Context: an optimization exercise on an open-source flow, tuned for small area. The choices shown serve that exercise and are no tape-out recipe.
Only simulation tests tie the RTL to the original design; equivalence was not proved.

### run.sh
#!/bin/bash
# synth_recipe.tcl (not shown) runs the flow's synth.tcl, then flattens the netlist and writes it again
# the make line also repeats each setting of config.mk as NAME=value (left out here)
make -C /OpenROAD-flow-scripts/flow DESIGN_CONFIG=/design/flow/config.mk WORK_HOME=/design/flow/orfs CLKGATE_MAP_FILE= SYNTH_SCRIPT=/design/flow/synth_recipe.tcl finish
### design.v
module LZdetect2(
	IN,
	VALID,
	POSITION
);
	input [1:0] IN;
	output VALID, POSITION;
	assign VALID = IN[1] | IN[0];
	assign POSITION = ~IN[1];
endmodule
module LZdetect4(
	IN,
	VALID,
	POSITION
);
	input [3:0] IN;
	output VALID;
	output [1:0] POSITION;
	wire V_Upper, V_Lower, P_Upper, P_Lower;
	LZdetect2 u32 (IN[3:2], V_Upper, P_Upper);
	LZdetect2 u10 (IN[1:0], V_Lower, P_Lower);
	assign VALID = V_Upper | V_Lower;
	assign POSITION[1] = ~V_Upper;
	assign POSITION[0] = V_Upper? P_Upper : P_Lower;
endmodule
module LZdetect8(
	IN,
	VALID,
	POSITION
);
	input [7:0] IN;
	output VALID;
	output [2:0] POSITION;
	wire V_Upper, V_Lower;
	wire [1:0] P_Upper, P_Lower;
	LZdetect4 u32 (IN[7:4], V_Upper, P_Upper);
	LZdetect4 u10 (IN[3:0], V_Lower, P_Lower);
	assign VALID = V_Upper | V_Lower;
	assign POSITION[2] = ~V_Upper;
	assign POSITION[1:0] = V_Upper? P_Upper : P_Lower;
endmodule
module FP_NORM(
	input [15:0] in_i,
	output [16:0] out_o
);
	wire [4:0] E = in_i[14:10];
	wire [9:0] M = in_i[9:0];
	reg [3:0] lz;
	integer k;
	always @* begin
		lz = 4'd0;
		for (k = 0; k < 10; k = k + 1)
			if (M[k]) lz = 4'd9 - k[3:0];
	end
	wire [9:0] Msh = M << lz;           
	wire nz = |E;
	wire [5:0] q = nz ? {1'b1, E} : ((|M) ? (6'd32 - {2'b00, lz}) : 6'd0);
	wire [9:0] m = nz ? M : {Msh[8:0], 1'b0};
	assign out_o = {in_i[15], q, m};
endmodule
module FP_MUL(
	input [16:0] opA_i, opB_i,
	output [15:0] MUL_o
);
	wire sA = opA_i[16], sB = opB_i[16];
	wire [5:0] qA = opA_i[15:10], qB = opB_i[15:10];
	wire [9:0] mA = opA_i[9:0], mB = opB_i[9:0];
	wire sat  = (&qA) | (&qB);
	wire zero = ~(qA[5] | qA[4]) | ~(qB[5] | qB[4]);
	wire denA = ~qA[5] | ~(|qA[4:0]);
	wire denB = ~qB[5] | ~(|qB[4:0]);
	wire sign = sA ^ sB;
	wire [21:0] P = {1'b1, mA} * {1'b1, mB};
	wire lzn = ~P[21];
	wire [7:0] Ep = {2'b00, qA} + {2'b00, qB} - 8'd78 - {7'b0, lzn};
	wire lz0 = ~denA & ~denB & P[21];
	wire Epos = ~Ep[7] & (|Ep[6:0]);
	wire Ege31 = ~Ep[7] & (Ep[6:0] >= 7'd31);
	wire den = ~lz0 & ~Epos;
	reg [4:0] expo;
	always @* begin
		if (lz0) expo = Ege31 ? 5'd31 : Ep[4:0];
		else if (Epos) expo = Ep[4:0];
		else expo = 5'd0;
	end
	wire [7:0] sh = 8'd1 - Ep;
	wire [11:0] N = lzn ? P[20:9] : P[21:10];
	wire [11:0] D = den ? ((|sh[7:4]) ? 12'd0 : (N >> sh[3:0])) : N;
	wire [10:0] X11 = D[11:1];
	wire rb = D[0];
	wire [11:0] T = {1'b0, X11} + {11'b0, rb};
	wire ovf = rb & ~(|(X11 & T[10:0]));
	wire [9:0] Mo = ovf ? T[10:1] : T[9:0];
	assign MUL_o = sat ? 16'h7C00 : (zero ? {sign, 15'b0} : {sign, expo, Mo});
endmodule
module FP_ADD(
	input [15:0] opA_i, opB_i,
	output [15:0] ADD_o
);
	wire SA = opA_i[15], SB = opB_i[15];
	wire [4:0] EA = opA_i[14:10], EB = opB_i[14:10];
	wire [9:0] MA = opA_i[9:0], MB = opB_i[9:0];
	wire sat = (&EA) | (&EB);
	wire a_ge = (EA > EB) | ((EA == EB) & (MA >= MB));
	wire Sbig = a_ge ? SA : SB;
	wire [4:0] Ebig = a_ge ? EA : EB;
	wire [4:0] Esml = a_ge ? EB : EA;
	wire [9:0] Mbig = a_ge ? MA : MB;
	wire [9:0] Msml = a_ge ? MB : MA;
	wire [4:0] d = Ebig - Esml;
	wire sub = SA ^ SB;
	wire [13:0] bigw = {1'b0, |Ebig, Mbig, 2'b00};
	wire [21:0] smlx = {1'b0, |Esml, Msml, 10'b0} >> d;
	wire [13:0] smlw = smlx[21:8];
	wire sticky = |smlx[7:0];
	wire [13:0] MR = sub ? (bigw - smlw - {13'b0, sticky}) : (bigw + smlw);
	wire mrzero = ~(|MR);
	reg [3:0] lz;
	integer k;
	always @* begin
		lz = 4'd0;
		for (k = 0; k < 14; k = k + 1)
			if (MR[k]) lz = 4'd13 - k[3:0];
	end
	wire [13:0] Nw = MR << lz;
	wire [11:0] N = Nw[13:2];           
	wire [6:0] Es = {2'b00, Ebig} + 7'd1 - {3'b000, lz};
	wire Epos = ~Es[6] & (|Es[5:0]);
	wire norm = (lz == 4'd0) | Epos;
	wire [9:0] Mn = N[10:1] + {9'b0, N[0]};
	wire Es0 = (Es == 7'd0);
	wire Esm1 = (Es == 7'h7f);
	wire [9:0] Md = Es0 ? {8'b0, &N[10:1], ~(&N[10:1])} : {9'b0, Esm1 & (&N[10:2])};
	wire [4:0] expo = (lz == 4'd0) ? (Ebig + 5'd1) : (Epos ? Es[4:0] : 5'd0);
	wire [9:0] Mo = mrzero ? 10'd0 : (norm ? Mn : Md);
	wire [4:0] Eo = mrzero ? 5'd0 : expo;
	wire So = Sbig & ~(sub & mrzero);
	assign ADD_o = sat ? 16'h7C00 : {So, Eo, Mo};
endmodule
module FP_ADD0(
	input [15:0] opA_i,
	output [15:0] ADD_o
);
	wire [4:0] EA = opA_i[14:10];
	wire [9:0] MA = opA_i[9:0];
	assign ADD_o = (&EA) ? 16'h7C00 :
	               (|EA) ? opA_i : {opA_i[15] & (|MA), 14'b0, &MA};
endmodule
module FP_MAC(
	input [16:0] opA, opB,
	input [15:0] opADD,
	output [15:0] out_o
);
	wire [15:0] mul_out;
	FP_MUL u1(.opA_i(opA), .opB_i(opB), .MUL_o(mul_out));
	FP_ADD u2(.opA_i(mul_out), .opB_i(opADD), .ADD_o(out_o));
endmodule
module FP_MAC0(
	input [16:0] opA, opB,
	output [15:0] out_o
);
	wire [15:0] mul_out;
	FP_MUL u1(.opA_i(opA), .opB_i(opB), .MUL_o(mul_out));
	FP_ADD0 u2(.opA_i(mul_out), .ADD_o(out_o));
endmodule
module macrow4(
	input clk, 
	input reset_n, 
	input enX, 
	input [3:0] enW, 
	input [15:0] X_i, W_i,
	output valid_o, 
	output [15:0] Y_o
);
	wire [16:0] xn, wn;
	FP_NORM nx(.in_i(X_i), .out_o(xn));
	FP_NORM nw(.in_i(W_i), .out_o(wn));
	reg [16:0] Xin;
	reg [16:0] W0, W1, W2, W3;
	reg [15:0] S0, S1, S2, S3, Yr;
	reg [2:0] count;
	reg v1, v2;
	always @(posedge clk)
		if (enX) Xin <= xn;
	always @(posedge clk or negedge reset_n) begin
		if (~reset_n) begin
			W0 <= 17'd0;
			W1 <= 17'd0;
			W2 <= 17'd0;
			W3 <= 17'd0;
		end else begin
			case (enW)
				4'b0001: W0 <= wn;
				4'b0010: W1 <= wn;
				4'b0100: W2 <= wn;
				4'b1000: W3 <= wn;
				default: ;
			endcase
		end
	end
	wire [15:0] s0, s1, s2, s3;
	FP_MAC0 u1(.opA(Xin), .opB(W0), .out_o(s0));
	FP_MAC  u2(.opA(Xin), .opB(W1), .opADD(S0), .out_o(s1));
	FP_MAC  u3(.opA(Xin), .opB(W2), .opADD(S1), .out_o(s2));
	FP_MAC  u4(.opA(Xin), .opB(W3), .opADD(S2), .out_o(s3));
	always @(posedge clk) begin
		S0 <= s0;
		S1 <= s1;
		S2 <= s2;
		S3 <= s3;
		Yr <= S3;
	end
	always @(posedge clk or negedge reset_n) begin
		if (~reset_n) begin
			count <= 3'd0;
			v1 <= 1'b0;
			v2 <= 1'b0;
		end else begin
			if (enX && !count[2]) count <= count + 3'd1;
			v1 <= count[2];
			v2 <= v1;
		end
	end
	assign valid_o = v2;
	assign Y_o = Yr;
endmodule
### config.mk
export PLATFORM = sky130hd
export DESIGN_NAME = macrow4
export DESIGN_NICKNAME = macrow4
export VERILOG_FILES = /design/flow/design.v
export SDC_FILE = /design/flow/constraint.sdc
export NUM_CORES = 4
export LEC_CHECK = 0
export ABC_AREA = 1
export CAP_MARGIN = 20
export CORE_MARGIN = 2
export CORE_UTILIZATION = 40
export SLEW_MARGIN = 20
### constraint.sdc
create_clock -name core_clock -period 24.0 [get_ports {clk}]
set_input_delay 4.8000 -clock core_clock [delete_from_list [all_inputs] [get_ports {clk}]]
set_output_delay 4.8000 -clock core_clock [all_outputs]
set_load 0.01 [all_outputs]
==> impl_results.md <==
* Status: finished clean
* Standard-cell rows at around 120
* Cell taking the most area after synthesis: fa_1
* Worst R2R Start: Xin[9]$_DFFE_PP_
* R2R Path End: S2[0]$_SDFF_PP0_
* Max-cap viol count at 0
* Cts hold-fix bufs at 0
* First-pass GRT wire length at between 150000 and 200000 um
* Fin. Hold Viols at 0
* CP max FO at 26
* Layout Nets at 7397
* R2R Setup Slk at around 2100 ps
* Final Max Slew Viols at 0
* Peak Freq at between 40 and 50 MHz
* Number of global-route vias before repair at a little under 40k
* Final routed DRC violation total at 0
* FF-to-FF path depth at between 100 and 150
* Routed length on met3 at 4630 um
* Top-count cell post-synth: nand2_1
* Fin Clk Skew at 29.1 ps
* PortBufs at 55
* Top Layer Used: met4
* Top Ports at 56
* Crit Path Category: reg -> reg
* Die ar. at ~110000 sq um
* Vias at approximately 40k
* Unrepaired setup endpoints after global routing: no
* Highest-delay cell along the critical path: edfxtp_1
* Synthesized flop and latch total at 170
* Most numerous cell on the critical path: nand2_1
* Setup-failing EPs final at 0
* Clk latency of the worst-skew pair at 520 ps
* Clk buf depth at 2
* Async set or reset register ratio after synthesis at a little over two fifths
* Synth unique cells at between 70 and 80
* Syn Nets at 7490
* Hold Crit Endpoint: Yr[3]$_DFF_P_
* Avg Inst Size Synth at about 6.4 sq um
* Yosys top cell area share at between 10% and 20%
* CTS tree: yes
* EDFF count, synth at 17
* Worst EP required at 24380 ps
* Detailed-routing wirelength on met1 at roughly 55000 um
* Root buffer cell: clkbuf_16
* Max_slew headroom at 28.9%
* Crit-path max cell delay at ~850 ps
* CP Launch Type: flop
* Yosys synthesis warning count at 4
* Hpwl dp at slightly below 100000 um
* Largest cells by area after synthesis: fa_1, ha_1, nand2_1
* Clock sinks at 170
* Setup TNS at 0 ps
* Gpl congestion at between 0.9 and 1
* Post-Synthesis Cells at approximately 6.6k
* # resized after CTS at 0
* Area grow syn2layout at 5.16%
* Area after DPL at 43700 sq um
* CTS Buf Count at 17
* Synth top cells by count: nand2_1, inv_1, nand3_1
* Antenna Nets Post-Route at 0
* Initial Util at between 40% and 50%
* Final wirelength at 118000 um
* Vertical die dimension at between 300 and 400 um
* Setup crit end kind: flop
* Core box area at between 100000 and 150000 sq um
* DR iter-0 viols at about 2.7k
* # diodes at 0
* Drt wl/cell at between 10 and 15 um
* Non-filler instance count after layout at 7896
* CP Launch Point: Xin[9]$_DFFE_PP_
* HP Start: S3[3]$_SDFF_PP0_
* Met2 WL at between 50000 and 60000 um
* Post-CTS setup buffer count at 0
* Largest net degree at the start of global routing at 56
* Clk pin slew, worst setup/hold paths at 80 ps
* Worst-Margin Slew at 1070 ps
* Top FF cell, synth: dfxtp_1
* Pre-antenna DRT Iters at 6
* Placed cell count at 7862
* Drt via density at between 5 and 6
* GRT overflow at 0
* CP arrival at roughly 22000 ps
* Hold path depth at 0
* Initial antenna violation count at 0
* Mapped Area at 42100 sq um
* Post-route cell area at approximately 44000 sq um
* Final critical-path share of the clock period at 91.3%
* Total GRT Usage at roughly 22%
* Setup ws final at approximately 2100 ps
* Tightest Hold Check Type: reg -> reg
* Sequential fraction of the synthesis area at a little under a tenth
* H-tree depth at 4
* Layout cells sized above 1 at roughly 4.1%
* Die X at around 330 um
* Pre-CTS setup slack at 2190 ps
* Tmin final at around 22000 ps
## layout by cell type (no fill, tap or decap), types with 6 or more instances in the layout
cell type	synthesis	final
and2_1	9	9
o21ai_0	332	328
dfxtp_1	80	80
nor3_1	46	43
xnor2_1	43	43
a31oi_1	29	29
nand2_1	1736	1736
nand2_4	13	13
nor3_2	6	9
o21a_1	17	17
ha_1	521	521
o21ai_1	28	32
buf_4	8	28
o21ai_2	7	7
fa_1	334	334
edfxtp_1	17	17
xor2_1	57	57
or2_2	41	41
o211ai_1	26	26
a21oi_1	212	212
o22ai_1	20	20
nor2_1	375	375
nor2_2	19	19
a21o_1	12	12
clkdlybuf4s50_1	0	54
o21bai_1	22	22
o311ai_0	6	6
nand3b_1	7	7
clkbuf_16	0	18
nand4_1	86	86
inv_1	1367	1367
a211oi_1	8	8
nand2_2	58	58
a21boi_0	8	8
nor4_1	17	17
nand3_1	655	655
inv_2	22	22
dfrtp_1	73	73
nand3_2	14	14
clkinv_1	15	15
## per-layer routing
metal | vias to the layer above | track usage [%]
met3 | 167 | 2.21
li1 | 20515 | -
met2 | 845 | 38.3
met5 | - | 0
met4 | 0 | 6.54
met1 | 18734 | 29.4
## flip-flops by register name, indices dropped and copies added, names as in the netlist
signal  count
W0         17
W1         17
W2         17
W3         17
Xin        17
S0         16
S1         16
S2         16
S3         16
Yr         16
count       3
v1          1
v2          1
## cells by family (layout without fill, tap and decap cells)
logic type / after synthesis / count (layout) / synth area share (%)
mux: 2 / 2 / 0.0505
flops: 170 / 170 / 9.36
buf+inv: 1599 / 1519 / 14.7
fa+ha+maj: 855 / 855 / 31.4
simple gates: 3107 / 3107 / 32.2
compound gates: 761 / 761 / 10.2
xor+xnor: 102 / 102 / 2.16
## cell type report
type / instances / area (sq um)
Clock inverter: 11 / 101
Tap cell: 1380 / 1730
Timing Repair Buffer: 82 / 751
Sequential cell: 170 / 3940
Clock buffer: 21 / 482
Fill cell: 11137 / 59700
Multi-Input combinational cell: 4827 / 32000
Inverter: 1405 / 5280
## worst max path at each step
stage | end | depth (start not counted)
after floorplan | S2[8]$_SDFF_PP0_ | 108
after global placement | S2[0]$_SDFF_PP0_ | 110
after detailed placement | S2[0]$_SDFF_PP0_ | 109
after CTS | S2[0]$_SDFF_PP0_ | 110
after global routing | S2[0]$_SDFF_PP0_ | 108
final | S2[0]$_SDFF_PP0_ | 107
## through the flow
| step | utilization [%] | hold WS, ps |
|---|---|---|
| finish | 42.6 | 325 |
| global route | 42.6 | 332 |
| CTS | 42.6 | 324 |
| detailed placement | 42.0 | 312 |
| global placement | 42.0 | 313 |
| floorplan | - | 310 |
## critical path: cells and delay by family, from the launching register on
family / cells / cell delay, ps
flip-flops: 1 / 850
adder cells (fa/ha/maj): 21 / 7070
AND/OR/NAND/NOR: 46 / 6360
buffers and inverters: 17 / 2450
AO/OA/AOI/OAI: 20 / 4070
XOR/XNOR: 3 / 870

==> separate check: timing with driven ports <==
No port has a modelled driver above. Below, the same layout with a new extraction and two added sets of constraints.
Step 1, drivers: a clkbuf_16 drives clk and a buf_2 each remaining input, both assumed.
Step 2 times the ports against the registers' clock, not the clock port: input delays grow and output delays shrink by t, the midpoint of the rising clock arrivals with the driver on.
Three values: ideal ports, drivers, drivers and shift; two values: the first two.
t, ns: 0.570
slack for setup (ns): 2.084 / 2.084 / 2.084
latest minus earliest clock arrival (ns): 0.029 / 0.029
worst slew at a driven data input, ns: 0.08
After both steps setup and hold are still met in this run. For this run, drivers alone change the setup slack by 0.000 ns; drivers and shift together by 0.000 ns.
